What follows belongs to an exercise in optimizing a design on an open flow for small area; a production flow would make more cautious choices.
Function was checked by simulation only, so behaviour that the tests miss may differ from the original.
No activity file was given, so power comes from the tool's default toggle rates.

== job 1060 ==
Design m68k_periph, start of the top module:
module m68k_periph(
	input clk,
	input reset_n,
	input  [31:0] bus_addr,
	input  [15:0] bus_wdata,
	output [15:0] bus_rdata,
	input  bus_uds,
	input  bus_lds,
	input  bus_rw,
	output bus_ack,
	output [2:0] ipl_n,
	output tx,
	input rx,
	output [7:0] leds,
	output [17:0] ram_addr,
	input  [31:0] ram_data_read,
	output [31:0] ram_data_write,
	output ram_data_is_output,
	output [1:0] ram_ce_n,
	output [1:0] ram_ub_n,
	output [1:0] ram_lb_n,
	output [1:0] ram_we_n,
	output [1:0] ram_oe_n,
	input spi_miso,
	output spi_mosi,
	output spi_clk,
	output [2:0] spi_cs_n
);
	wire uds = bus_uds;
	wire lds = bus_lds;
	wire rw = bus_rw;
	wire [15:0] wd = bus_wdata;
	wire [6:0] a71 = bus_addr[7:1];
	wire strobe = uds | lds;
	wire io_page = (bus_addr[31:20] == 12'h001) && (bus_addr[19:11] == 9'd0);
	wire sel_ram  = strobe && (bus_addr[31:20] == 12'h000);
	wire sel_uart = strobe && io_page && (bus_addr[10:8] == 3'd0);
	wire sel_leds = strobe && io_page && (bus_addr[10:8] == 3'd1);
	wire sel_spi  = strobe && io_page && (bus_addr[10:8] == 3'd2);
	wire sel_tmr  = strobe && io_page && (bus_addr[10:8] == 3'd3);
	wire sel_int  = strobe && io_page && (bus_addr[10:8] == 3'd4);
	wire sel_iack = strobe && (&bus_addr[31:4]);
	reg [1:0] ph;
	always @(posedge clk) begin
		if (~reset_n || ~strobe)
			ph <= 2'd0;
		else if (ph != 2'd3)
			ph <= ph + 2'd1;
	end
	reg ram_rd;       
	reg ram_w0;       
	reg [3:0] ram_be;  
	always @(posedge clk) begin
  ...
Size: ~260 flip-flops, ~180 I/O pins, about 14,000 sq um of cells after synthesis.
clock: 10.0 ns
lec_check: 0
cap_margin: 20
core_margin: 2
core_utilization: 40
slew_margin: 20
standard.sh (not shown) runs the stock make flow with config.mk's settings and CLKGATE_MAP_FILE= SYNTH_SCRIPT=/design/flow/synth_recipe.tcl, a recipe that flattens the netlist after the stock synthesis.
==> flow/flow/run.sh <==
#!/bin/bash
set -euo pipefail
export BUFFER_PORTS_ARGS="-buffer_cell sky130_fd_sc_hd__buf_1"
export CTS_ARGS="-sink_clustering_enable -repair_clock_nets -dont_use_dummy_load -sink_clustering_size 30 -sink_clustering_max_diameter 150 -buf_list {sky130_fd_sc_hd__clkbuf_8 sky130_fd_sc_hd__clkbuf_16}"
bash standard.sh finish > orfs_make.log 2>&1
Job 1060 finished end to end and its layout was clean on timing, DRC and antenna.
The following lists how job 1274 was set up differently from job 1060:
==> flow/run.sh (new file) <==
#!/bin/bash
# synth_recipe.tcl (not shown) runs the flow's synth.tcl, then flattens the netlist and writes it again
# the make line also repeats each setting of config.mk as NAME=value (left out here)
make -C /OpenROAD-flow-scripts/flow DESIGN_CONFIG=/design/flow/config.mk WORK_HOME=/design/flow/orfs CLKGATE_MAP_FILE= SYNTH_SCRIPT=/design/flow/synth_recipe.tcl finish
removed: flow/flow/run.sh
removed: flow/standard.sh
Results
Every stage of the flow completed for job 1274, and the final layout passed the timing, DRC and antenna checks. From job 1060 to job 1274 the numbers moved as follows: internal power of the cells increased by about 30% relative to the old numbers; clock period minus worst slack went up; final cell count went up; final net count shows an increase of about 0.8%. On overall routed net length, job 1274 does worse than job 1060. When the final numbers for job 1274 and job 1060 were put side by side, the largest stage delay on the critical path turned out to be greater in job 1274. The layout clock buffer count number comes out higher for job 1274 vs job 1060.

Another version of the RTL of m68k_periph (not shown whole).
Size in the first run: ~1200 cells after synthesis, roughly 180 I/O pins.
// m68k_periph
module m68k_periph(
	input clk,
	input reset_n,
	input  [31:0] bus_addr,
	input  [15:0] bus_wdata,
	output [15:0] bus_rdata,
	input  bus_uds,
	input  bus_lds,
	input  bus_rw,
	output bus_ack,
	output [2:0] ipl_n,
	output tx,
	input rx,
	output [7:0] leds,
	output [17:0] ram_addr,
	input  [31:0] ram_data_read,
	output [31:0] ram_data_write,
	output ram_data_is_output,
	output [1:0] ram_ce_n,
	output [1:0] ram_ub_n,
	output [1:0] ram_lb_n,
	output [1:0] ram_we_n,
	output [1:0] ram_oe_n,
	input spi_miso,
	output spi_mosi,
	output spi_clk,
	output [2:0] spi_cs_n
);
==> flow/config.mk <==
export PLATFORM = sky130hd
export DESIGN_NAME = m68k_periph
export DESIGN_NICKNAME = m68k_periph
export VERILOG_FILES = /design/flow/design.v
export SDC_FILE = /design/flow/constraint.sdc
export NUM_CORES = 4
export LEC_CHECK = 0
export CAP_MARGIN = 20
export CORE_MARGIN = 2
export CORE_UTILIZATION = 40
export GPL_TIMING_DRIVEN = 0
export SLEW_MARGIN = 20
==> flow/constraint.sdc <==
create_clock -name core_clock -period 10.0 [get_ports {clk}]
set_input_delay 2.0000 -clock core_clock [delete_from_list [all_inputs] [get_ports {clk}]]
set_output_delay 2.0000 -clock core_clock [all_outputs]
set_load 0.01 [all_outputs]
==> flow/flow/run.sh <==
#!/bin/bash
# The standard ORFS layout with these changes:
#  - synthesis: no prefix-adder extra map, no adder extraction, an
#    area-oriented ABC script (flow/abc.script) and no buffers on
#    pass-through wires; registers are mapped exactly as in the standard
#    synthesis (dfflibmap runs before ABC, which only remaps combinational
#    logic);
#  - port buffers are sky130_fd_sc_hd__buf_1;
#  - clock tree: small sink clusters of clkbuf_4, no dummy loads.
# ORFS's full output goes to orfs_make.log, each step's log to orfs/logs/.
set -euo pipefail
W=$(pwd)
{
  head -n 1 synth_recipe.tcl
  cat <<'EOT'
proc abc {args} {
  set i [lsearch -exact $args -script]
  if {$i >= 0} { lset args [expr {$i + 1}] $::env(MY_ABC_SCRIPT) }
  yosys abc {*}$args
}
EOT
  tail -n +2 synth_recipe.tcl
} > my_synth.tcl
export MY_ABC_SCRIPT="$W/flow/abc.script"
export BUFFER_PORTS_ARGS="-buffer_cell sky130_fd_sc_hd__buf_1"
export CTS_ARGS="-sink_clustering_enable -repair_clock_nets -dont_use_dummy_load -sink_clustering_size 8 -sink_clustering_max_diameter 50 -buf_list {sky130_fd_sc_hd__clkbuf_4}"
bash standard.sh SYNTH_SCRIPT="$W/my_synth.tcl" SYNTH_OPERATIONS_ARGS=-noshare ADDER_MAP_FILE= SYNTH_INSBUF=0 finish > orfs_make.log 2>&1
==> flow/flow/abc.script <==
strash
ifraig
scorr
dc2
strash
&get -n
&dch -f
&nf -R 1000
&put
Change:
--- a/flow/flow/run.sh
+++ b/flow/flow/run.sh
@@ -8,3 +8,3 @@
 #  - port buffers are sky130_fd_sc_hd__buf_1;
-#  - clock tree: small sink clusters of clkbuf_4, no dummy loads.
+#  - clock tree: smaller sink clusters of clkbuf_4/clkbuf_8, no dummy loads.
 # ORFS's full output goes to orfs_make.log, each step's log to orfs/logs/.
@@ -25,3 +25,3 @@
 export BUFFER_PORTS_ARGS="-buffer_cell sky130_fd_sc_hd__buf_1"
-export CTS_ARGS="-sink_clustering_enable -repair_clock_nets -dont_use_dummy_load -sink_clustering_size 8 -sink_clustering_max_diameter 50 -buf_list {sky130_fd_sc_hd__clkbuf_4}"
+export CTS_ARGS="-sink_clustering_enable -repair_clock_nets -dont_use_dummy_load -sink_clustering_size 12 -sink_clustering_max_diameter 100 -buf_list {sky130_fd_sc_hd__clkbuf_4 sky130_fd_sc_hd__clkbuf_8}"
 bash standard.sh SYNTH_SCRIPT="$W/my_synth.tcl" SYNTH_OPERATIONS_ARGS=-noshare ADDER_MAP_FILE= SYNTH_INSBUF=0 finish > orfs_make.log 2>&1
Synthesized area stays the same.
Cell count falls by 0.85%.
Routed wire length falls by 0.64%.
Power went up by 1.5%.
Global-route usage went down by 0.34 points.
Sequential share of layout area came out lower by 0.18 points.
Non-clock buffer count does not change.
Clock power came out higher by 5.2%.
Worst hold slack loses 0.0040 ns.
Core utilization climbs by 0.17 points.

## re-timing with driven ports
In the flow no input, the clock included, has a driving cell. The finished layouts below were timed again as built, in two steps. Step 1 (the two cells are an assumption about what drives the block):
set clk [get_ports {clk}]
set_driving_cell -lib_cell sky130_fd_sc_hd__clkbuf_16 $clk
set_driving_cell -lib_cell sky130_fd_sc_hd__buf_2 [delete_from_list [all_inputs] $clk]
Step 2 times the ports against the registers' clock, not the clock port: input delays grow and output delays shrink by t, the midpoint of the rising clock arrivals with the driver on. a / b / c = no drivers / after step 1 / after step 2; a / b = the first two.
run | t (ns) | setup WS [ns] | slew at the worst register clock pin (ns) | worst data-port slew with drivers (ns) | cell pins on the clock port's net
job 1060 | 0.540 | 3.122 / 3.096 / 3.096 | 0.12 / 0.12 | 0.04 | 1
job 1274 | 0.609 | 2.131 / 2.111 / 2.111 | 0.06 / 0.06 | 0.06 | 1
the first run of note 2 | 0.695 | 3.474 / 3.447 / 3.447 | 0.10 / 0.10 | 0.04 | 1
the second run of note 2 | 0.595 | 3.479 / 3.452 / 3.452 | 0.09 / 0.09 | 0.04 | 1
After both steps every run listed still meets setup and hold.
